Background: an optimization exercise with open tools, aiming at small area and a short achievable clock period. Do not read the settings as production practice. The RTL was checked by simulation tests, not by an equivalence proof against the original design. No activity file was given, so power comes from the tool's default toggle rates.

[flow/config.mk]
export PLATFORM = sky130hd
export DESIGN_NAME = kcpsm3
export DESIGN_NICKNAME = kcpsm3
export VERILOG_FILES = /design/flow/design.v
export SDC_FILE = /design/flow/constraint.sdc
export NUM_CORES = 4
export LEC_CHECK = 0
export ABC_CLOCK_PERIOD_IN_PS = 2600
export CAP_MARGIN = 20
export CORE_MARGIN = 2
export CORE_UTILIZATION = 55
export SETUP_SLACK_MARGIN = 4.4
export SLEW_MARGIN = 20
[flow/constraint.sdc]
create_clock -name core_clock -period 7.0 [get_ports {clk}]
set_input_delay 1.4000 -clock core_clock [delete_from_list [all_inputs] [get_ports {clk}]]
set_output_delay 1.4000 -clock core_clock [all_outputs]
set_load 0.01 [all_outputs]
[flow/design.v]
`timescale 1 ps / 1ps
module kcpsm3(
  output [9:0]  address,
  input  [17:0] instruction,
  output [7:0]  port_id,
  output        write_strobe,
  output [7:0]  out_port,
  output        read_strobe,
  input  [7:0]  in_port,
  input         interrupt,
  output        interrupt_ack,
  input         reset,
  input         clk);
  wire [17:0] ins = instruction;
  wire [3:0]  top4 = ins[17:14];
  wire [2:0]  top3 = ins[17:15];
  reg reset_delay, internal_reset, t_state;
  always @(posedge clk) begin
    reset_delay    <= reset;
    internal_reset <= reset | reset_delay;
    t_state        <= ~t_state & ~internal_reset;
  end
  reg carry_flag, zero_flag;
  reg clean_int, active_interrupt, int_ack, int_enable, shadow_carry, shadow_zero;
  wire int_update = active_interrupt | (ins[17] & ins[16] & ins[15]);
  always @(posedge clk) begin
    clean_int        <= interrupt & ~internal_reset;
    active_interrupt <= ~internal_reset & t_state & clean_int & int_enable & ~active_interrupt;
    int_ack          <= active_interrupt;
    if (active_interrupt) begin
      shadow_carry <= carry_flag;
      shadow_zero  <= zero_flag;
    end
    if (internal_reset)
      int_enable <= 1'b0;
    else if (int_update)
      int_enable <= ~active_interrupt & ins[0] & ~int_ack;
  end
  assign interrupt_ack = int_ack;
  wire condition_met = ins[11] ? (ins[10] ? ~carry_flag : carry_flag)
                               : (ins[10] ? ~zero_flag  : zero_flag);
  wire move_group = (top4 == 4'b1100) | (top4 == 4'b1101) | (top4 == 4'b1110) | (top4 == 4'b1010);
  wire taken      = move_group & (~ins[12] | condition_met);
  wire call_op    = (top4 == 4'b1100);
  wire ret_op     = (top4 == 4'b1010) | (top4 == 4'b1110);
  reg  [9:0] pc;
  reg  [9:0] tos;
  wire [9:0] tos_inc = tos + 10'd1;
  wire [9:0] pc_inc  = pc + 10'd1;
  wire [9:0] vector  = ins[15] ? (ins[13] ? tos_inc : tos) : ins[9:0];
  always @(posedge clk)
    if (internal_reset)       pc <= 10'd0;
    else if (active_interrupt) pc <= 10'h3FF;
    else if (~t_state)        pc <= taken ? vector : pc_inc;
  assign address = pc;
  wire push = ~internal_reset & ~t_state & (active_interrupt | (call_op & taken));
  wire pop  = ~internal_reset & ~t_state & ~active_interrupt & ret_op & taken;
  reg  [4:0] sp;
  reg  [9:0] stack_mem [0:28];
  wire [9:0] stack_rd = (sp < 5'd29) ? stack_mem[sp] : 10'd0;
  always @(posedge clk) begin
    if (internal_reset) sp <= 5'd30;
    else if (push)      sp <= sp + 5'd1;
    else if (pop)       sp <= sp - 5'd1;
    if (push)     tos <= pc;
    else if (pop) tos <= stack_rd;
  end
  genvar g;
  generate
    for (g = 0; g < 29; g = g + 1) begin : stk
      always @(posedge clk)
        if (push && sp == ((g + 31) % 32)) stack_mem[g] <= tos;
    end
  endgenerate
  reg  [7:0] regs [0:15];
  wire [7:0] sx  = regs[ins[11:8]];
  wire [7:0] sy  = regs[ins[7:4]];
  reg  [7:0] sx_q, op2_q;
  always @(posedge clk) begin
    sx_q  <= sx;
    op2_q <= ins[12] ? sy : ins[7:0];
  end
  assign out_port = sx_q;
  assign port_id  = op2_q;
  wire [7:0] a = sx_q;
  wire [7:0] b = op2_q;
  reg [7:0] logical;
  always @(*)
    case (ins[14:13])
      2'b00: logical = b;
      2'b01: logical = a & b;
      2'b10: logical = a | b;
      default: logical = a ^ b;
    endcase
  wire       cin = ins[14] ^ (ins[13] & carry_flag);
  wire [8:0] sum = {1'b0, a} + {1'b0, b ^ {8{ins[14]}}} + {8'd0, cin};
  wire       arith_carry = sum[8] ^ ins[14];
  wire shift_in = ins[2] ? (ins[1] ? ins[0] : a[0]) : (ins[1] ? a[7] : carry_flag);
  wire [7:0] shifted = ins[3] ? {shift_in, a[7:1]} : {a[6:0], shift_in};
  wire shift_carry = ins[3] ? a[0] : a[7];
  reg  [7:0] scratch [0:63];
  wire [7:0] fetched = scratch[b[5:0]];
  wire sel_input = (top4 == 4'b0001);
  wire sel_arith = ins[16] & (ins[15] | ins[14]);
  wire [7:0] result = ins[17]   ? shifted :
                      sel_input ? (ins[13] ? fetched : in_port) :
                      sel_arith ? sum[7:0] : logical;
  wire reg_type  = (top3 == 3'b000) | (top3 == 3'b001) | (top3 == 3'b011) | (top3 == 3'b100);
  wire reg_en    = t_state & ~int_ack & reg_type;
  wire mem_en    = t_state & ~int_ack & (top3 == 3'b101) & ins[14] & ins[13];
  wire flag_type = (top4 == 4'b0010) | (top4 == 4'b0011) | (top4 == 4'b0100) | (top4 == 4'b0101) |
                   (top4 == 4'b0110) | (top4 == 4'b0111) | (top4 == 4'b1000) | (top4 == 4'b1110);
  wire flag_en   = t_state & flag_type;
  wire parity    = ^(a & b);
  wire new_carry = ins[17] ? (ins[15] ? shadow_carry : shift_carry)
                 : ins[16] ? ((~ins[15] & ~ins[14]) ? parity : arith_carry) : 1'b0;
  wire new_zero  = (ins[17] & ins[16]) ? shadow_zero : (result == 8'd0);
  always @(posedge clk) begin
    if (reg_en) regs[ins[11:8]] <= result;
    if (mem_en) scratch[b[5:0]] <= a;
    if (internal_reset) begin
      carry_flag <= 1'b0;
      zero_flag  <= 1'b0;
    end else if (flag_en) begin
      carry_flag <= new_carry;
      zero_flag  <= new_zero;
    end
  end
  wire io_decode = ~t_state & ~active_interrupt & ~ins[16] & ins[14] & ~ins[13];
  reg  ws, rs;
  always @(posedge clk) begin
    ws <= ~internal_reset & io_decode & ins[17] & ins[15];
    rs <= ~internal_reset & io_decode & ~ins[17] & ~ins[15];
  end
  assign write_strobe = ws;
  assign read_strobe  = rs;
endmodule
[flow/run.sh]
#!/bin/bash
# synth_recipe.tcl (not shown) runs the flow's synth.tcl, then flattens the netlist and writes it again
# the make line also repeats each setting of config.mk as NAME=value (left out here)
make -C /OpenROAD-flow-scripts/flow DESIGN_CONFIG=/design/flow/config.mk WORK_HOME=/design/flow/orfs CLKGATE_MAP_FILE= SYNTH_SCRIPT=/design/flow/synth_recipe.tcl finish
==> impl_metrics.json, run 1 <==
{
  "status": "complete, no violations",
  "tightest_slew_ns": 1.11,
  "avgViaCountPerCell": 6.95,
  "ff2ff_path_depth": 11,
  "dp_slack_ns": 1.25,
  "grt.overflow.total": 0,
  "synth_top_family_by_area": "multiplexers",
  "num_vias": 27900,
  "fin_setup_tns_ns": 0,
  "synth.area.top_cells": "edfxtp_1 69%, mux4_2 6.7%, dfxtp_1 2.1%, mux2_2 1.8%, nor2_1 1.6%",
  "antenna_found_initial": 3,
  "drive_gt1_frac": 0.404,
  "synth_xor_area_frac": 0.00750,
  "io_buffers": 57,
  "holdWs_ns": 0.421,
  "synth_common_cells": "942 x edfxtp_1, 173 x nor2_1, 121 x mux4_2, 107 x nand2_1, 99 x clkbuf_1",
  "place_inst": 3435,
  "gp_congestion": 0.924,
  "avgSynthCellArea_um2": 16.4,
  "finalHoldViolations": 0,
  "ys_ff_latch": 984,
  "die_area_mm2": 0.0765,
  "startpoint_type": "flip-flop",
  "p_per_area_mw_per_mm2": 255,
  "synth_cells": 2495,
  "fmax_ghz": 0.258,
  "p_total_mw": 13.9,
  "num_rows": 99,
  "numCtsBuffers": 101,
  "synth-compound-area-share": 0.0893,
  "dpl_cell_area_mm2": 0.0439,
  "static-leakage-power_nw": 18.5,
  "grt_pass1_vias": 26900,
  "maxCapViolations": 0,
  "synth_top_area_share": 0.692,
  "synthDistinctLibCells": 80,
  "synth_fa_ha_area_frac": 0.0108,
  "clk_pin_slew_worst_paths_ns": 0.06,
  "final_antenna_net_count": 0,
  "pin_count": 58,
  "skew_ns": 0.0262,
  "cts.sinks": 984,
  "synth_edf_count": 942,
  "die_h_um": 277,
  "wl_mm": 140,
  "timing.final.ws_setup_ns": 3.12,
  "critPathMaxFanout": 24,
  "htreeDepth": 3,
  "synth_top_area_cell": "edfxtp_1",
  "finalMaxSlewViolations": 0,
  "start_util": 0.558,
  "drt_pass1_iterations": 7,
  "core_area_mm2": 0.0732,
  "period_minus_slack_ns": 3.88,
  "synthesis.nets": 2558,
  "worstSkewPairLatency_ns": 0.68,
  "route.detailed.drc": 0,
  "whs_path_depth": 1,
  "yosysSeqAreaShare": 0.713,
  "critPathRequiredTime_ns": 7.58,
  "die_w_um": 277,
  "finalCritPeriodShare": 0.554,
  "hp-class": "reg -> reg",
  "grtUsageTotal": 0.358,
  "drt_iter0_drc": 4225,
  "critPathCaptureType": "flip-flop",
  "cts-root-buf": "clkbuf_16",
  "fin_area_mm2": 0.0543,
  "max_slew_margin": 0.263,
  "stdcell_count": 4008,
  "setup-violations-final": 0,
  "cp.arrival_ns": 4.46,
  "cts_tree": "yes",
  "synth_area_mm2": 0.0409,
  "critical_path_class": "reg -> reg",
  "dp_hpwl_mm": 74.4,
  "vdd_drop_max_mv": 0.243,
  "grt_pass1_wl_mm": 195,
  "wire_per_inst_um": 34.9,
  "async_flop_share": 0,
  "rsz0062_at_grt": "yes",
  "yosysMostFrequentCell": "edfxtp_1",
  "rrSetupSlack_ns": 3.12,
  "yosys_warnings": 2,
  "synthFlopType": "edfxtp_1",
  "synthSimpleGateAreaFrac": 0.0557,
  "cts_max_path_buffers": 3,
  "final_util": 0.742,
  "area_growth_syn_to_layout_pct": 32.9,
  "nets": 3023,
  "grt_max_degree": 67,
  "synthMuxAreaShare": 0.102
}
## area by class of cell
class | instances | area, um2
tap | 959 | 1200
clock buffer | 121 | 2620
fill | 4264 | 18900
antenna | 2 | 5.00
inverter | 45 | 183
clock inverter | 69 | 810
multi-input combinational | 1322 | 13600
timing repair buffer | 506 | 6610
sequential | 984 | 29200
## logic make-up after synthesis
group | Yosys count
flops | 984
compound gates | 497
simple gates | 487
mux | 254
buf+inv | 204
xor+xnor | 35
fa+ha+maj | 34
## critical path: stages (launching register included)
cell and delay (ns):
dfxtp_4 0.41, buf_12 0.16, buf_16 0.18, nor2b_2 0.19, buf_6 0.13, a221oi_2 0.27
o21ai_1 0.10, a222oi_1 0.96, a31oi_4 0.21, or4b_1 0.52, or4_1 0.43, o41ai_2 0.21
## where the power goes
group	leakage (nW)	internal (mW)	switching [mW]	total, mW
logic	7.95	0.726	1.03	1.75
registers	8.84	6.52	0.0437	6.57
clock network	1.68	3.21	2.33	5.54
total	18.5	10.5	3.40	13.9
## per-layer routing
layer / track usage / routed length, um
met5: 0 / 13
met3: 0.0823 / 15900
met4: 0.117 / 6110
met1: 0.505 / 53200
met2: 0.558 / 64800
## repair_timing
action	4_1_cts	5_1_grt
hold buffers	0	0
pin swaps	132	141
cloned	42	6
buffers inserted	251	82
gates resized for setup	572	123
endpoints found under the setup margin	1139	980
## flip-flops by register name, indices dropped and copies added (netlist names)
name and flops:
scratch 512, stack_mem 290, regs 128, pc 10
tos 10, op2_q 8, sx_q 8, sp 5
active_interrupt 1, carry_flag 1, clean_int 1, int_ack 1
int_enable 1, internal_reset 1, reset_delay 1, rs 1
shadow_carry 1, shadow_zero 1, t_state 1, ws 1
zero_flag 1
## final timing paths
| kind | start | to |
|---|---|---|
| setup reg to reg | op2_q[0]$_DFF_P_ | zero_flag$_SDFFE_PP0P_ |
| hold / removal | reset_delay$_DFF_P_ | internal_reset$_DFF_P_ |
| setup / recovery | op2_q[0]$_DFF_P_ | zero_flag$_SDFFE_PP0P_ |
| hold reg to reg | reset_delay$_DFF_P_ | internal_reset$_DFF_P_ |
## layout by cell type (no fill, tap or decap), types with 18 or more instances in the layout
cell / n
a22o_1: 26
buf_4: 214
buf_12: 103
o21ai_0: 25
inv_1: 38
nor2_4: 91
clkbuf_1: 18
nor3_4: 29
a21oi_1: 66
mux4_2: 121
ha_1: 26
nand2_1: 86
mux2i_1: 44
a221oi_1: 40
edfxtp_1: 942
a31oi_1: 23
buf_16: 25
dfxtp_4: 29
a221oi_2: 26
nand3_1: 32
a22oi_1: 78
nand4_1: 19
buf_6: 98
clkbuf_16: 107
nor2_1: 70
clkinv_2: 26
mux2_2: 65
==> inputs of run 2 (changes only) <==
--- a/flow/config.mk
+++ b/flow/config.mk
@@ -6,8 +6,6 @@
 export NUM_CORES = 4
 export LEC_CHECK = 0
-export ABC_CLOCK_PERIOD_IN_PS = 2600
 export CAP_MARGIN = 20
 export CORE_MARGIN = 2
-export CORE_UTILIZATION = 55
-export SETUP_SLACK_MARGIN = 4.4
+export CORE_UTILIZATION = 40
 export SLEW_MARGIN = 20
==> run 2 against run 1 <==
Compared with the run above:
- still clean
- global-route usage shrank 14 points
- critical path depth up 2
- total power fell by 5.4%
- sequential power increased by 0.6%
- synthesized cell count unchanged
- clock skew increased by 0.017 ns
- first-iteration DRC count shrank 22%
- critical path type is now in -> reg
- largest cell class unchanged
- largest power group unchanged
- highest routed layer is now met4
==> impl_metrics.json, run 2 <==
{
  "synth-compound-area-share": 0.0893,
  "async_flop_share": 0,
  "hp-class": "reg -> reg",
  "cts_tree": "yes",
  "synth_common_cells": "942 x edfxtp_1, 173 x nor2_1, 121 x mux4_2, 107 x nand2_1, 99 x clkbuf_1",
  "grtUsageMet2": 0.349,
  "synth_edf_count": 942,
  "maxCapViolations": 0,
  "synthMuxAreaShare": 0.102,
  "final_antenna_net_count": 0,
  "startpoint_type": "input port",
  "vdd_drop_max_mv": 0.214,
  "die_area_mm2": 0.105,
  "skew_ns": 0.0430,
  "finalCritPeriodShare": 0.684,
  "max_slew_margin": 0.230,
  "layout_commonest_cell": "edfxtp_1",
  "start_util": 0.402,
  "synthFlopType": "edfxtp_1",
  "setup-violations-final": 0,
  "diodes": 0,
  "synthDistinctLibCells": 80,
  "final_cell_mix": "942 x edfxtp_1, 163 x nor2_1, 121 x mux4_2",
  "htreeDepth": 3,
  "synthSimpleGateAreaFrac": 0.0557,
  "grt_pass1_vias": 24200,
  "ctsResizeCount": 0,
  "wl_mm": 117,
  "avgViaCountPerCell": 6.09,
  "timing.final.ws_setup_ns": 2.21,
  "holdWs_ns": 0.401,
  "top_usage_layer": "met2",
  "worstSkewPairLatency_ns": 0.69,
  "status": "complete, no violations",
  "cp.arrival_ns": 5.34,
  "grt_pass1_wl_mm": 169,
  "dp_hpwl_mm": 74.4,
  "critPathCaptureType": "flip-flop",
  "die_w_um": 324,
  "yosysMostFrequentCell": "edfxtp_1",
  "drt_iter0_drc": 3308,
  "largest_reg_flops": 512,
  "area_growth_syn_to_layout_pct": 14.1,
  "synth_top_family_by_area": "multiplexers",
  "period_minus_slack_ns": 4.79,
  "die_h_um": 324,
  "synthesis.nets": 2558,
  "synth_top_area_share": 0.692,
  "route.detailed.drc": 0,
  "synth.area.top_cells": "edfxtp_1 69%, mux4_2 6.7%, dfxtp_1 2.1%, mux2_2 1.8%, nor2_1 1.6%",
  "static-leakage-power_nw": 14.9,
  "drive_gt1_frac": 0.182,
  "tightest_slew_ns": 1.15,
  "num_vias": 24600,
  "critPathRequiredTime_ns": 7.56,
  "ctsHoldBuffers": 0,
  "core_area_mm2": 0.102,
  "gp_congestion": 0.897,
  "grt.overflow.total": 0,
  "critPathMaxFanout": 17,
  "rrSetupSlack_ns": 2.46,
  "drt_pass1_iterations": 6,
  "critical_path_class": "in -> reg",
  "synth_top_area_cell": "edfxtp_1",
  "place_inst": 3856,
  "finalMaxSlewViolations": 0,
  "p_total_mw": 13.1,
  "cts-root-buf": "clkbuf_16",
  "yosys_warnings": 2,
  "dp_slack_ns": 1.52,
  "fin_setup_tns_ns": 0,
  "synth_cells": 2495,
  "io_buffers": 57,
  "numCtsBuffers": 98,
  "synth_fa_ha_area_frac": 0.0108,
  "ys_ff_latch": 984,
  "pin_count": 58,
  "yosysSeqAreaShare": 0.713,
  "grtUsageTotal": 0.222,
  "rsz0062_at_grt": "no",
  "avgSynthCellArea_um2": 16.4,
  "num_rows": 117,
  "synth_area_mm2": 0.0409,
  "clk_pin_slew_worst_paths_ns": 0.06,
  "fmax_ghz": 0.209,
  "synth_xor_area_frac": 0.00750,
  "p_per_area_mw_per_mm2": 282,
  "grt_max_degree": 66,
  "stdcell_count": 4043,
  "finalHoldViolations": 0,
  "nets": 2654,
  "grt_use_met3": 0.0440,
  "cts.sinks": 984,
  "global_route.usage.met1": 0.308,
  "wire_per_inst_um": 29.0,
  "cts_setup_buffers": 0,
  "antenna_found_initial": 1,
  "cts_max_path_buffers": 3
}
-- run 2: per-layer routing --
layer / part of all wire / vias to the layer above
met5: 0 / -
met3: 0.094 / 235
li1: - / 10300
met4: 0.034 / 0
met1: 0.40 / 12700
met2: 0.47 / 1421
-- run 2: layout make-up --
cell class / count / area, um2
Fill cell: 8719 / 55000
Timing Repair Buffer: 155 / 1300
Tap cell: 1368 / 1710
Sequential cell: 984 / 29200
Clock buffer: 117 / 2530
Inverter: 45 / 169
Clock inverter: 67 / 818
Multi-Input combinational cell: 1307 / 10900
-- run 2: through the flow --
stage	util	cell area [um2]
2_1_floorplan	-	40900
3_3_place_gp	0.425	43200
3_5_place_dp	0.425	43200
4_1_cts	0.458	46600
5_1_grt	0.459	46600
6_report	0.459	46600
-- run 2: critical path, cell delays in order --
cell,delay (ns)
clkdlybuf4s50_1,0.78
xnor2_1,0.18
fa_1,0.47
fa_1,0.46
xnor2_1,0.18
nor2_1,0.06
a211oi_1,0.22
o31a_1,0.17
a31oi_1,0.05
buf_4,0.22
or4b_1,0.51
or4_1,0.43
o41ai_2,0.20
-- run 2: kinds of logic (layout without fill, tap and decap cells) --
group                      count (synthesis)  in the layout
muxes                                    254            254
adders and majority gates                 34             34
AOI/OAI and AO/OA                        497            497
DFF                                      984            984
and+or+nand+nor                          487            487
buffers and inverters                    204            384
xor gates and xnor gates                  35             35
-- run 2: path summary, 6_finish.rpt --
| path | startpoint | endpoint | cells after the start |
|---|---|---|---|
| setup / recovery | instruction[14] | zero_flag$_SDFFE_PP0P_ | 13 |
| setup reg to reg | sp[4]$_SDFFE_PP1P_ | tos[3]$_DFFE_PP_ | 9 |
| hold reg to reg | reset_delay$_DFF_P_ | internal_reset$_DFF_P_ | 1 |
| hold / removal | reset_delay$_DFF_P_ | internal_reset$_DFF_P_ | 1 |
-- run 2: where the power goes --
part	internal, mW	switching [mW]
sequential	6.53	0.0829
clock	3.13	2.30
combinational	0.373	0.701

## afterwards: timing with drivers on the ports
In the flow no input, the clock included, has a driving cell. The finished layouts below were timed again as built, in two steps.
Step 1 sets driving cells, clkbuf_16 on the clock port and buf_2 on the other inputs (assumed; they add their load-dependent delay and slew).
Step 2 adds t to the input delays and takes it off the output delays; t is the mean of the earliest and latest rising clock arrival at the registers after step 1. Input paths then give back, and output paths get back, about the clock's delay inside the block.
Slacks: ideal / step 1 / step 2; pairs: ideal / step 1.
run	shift t [ns]	setup slack, ns	hold slack, ns	worst setup path at the end	cell pins on the clock port's net
run 1	0.742	3.122 / 3.122 / 2.402	0.421 / 0.421 / 0.421	input to register	1
run 2	0.736	2.215 / 2.253 / 1.518	0.401 / 0.401 / 0.401	input to register	1
After both steps setup and hold are still met in every run listed. For run 1, which loses most, drivers alone change the setup slack by 0.000 ns; drivers and shift together by -0.720 ns.
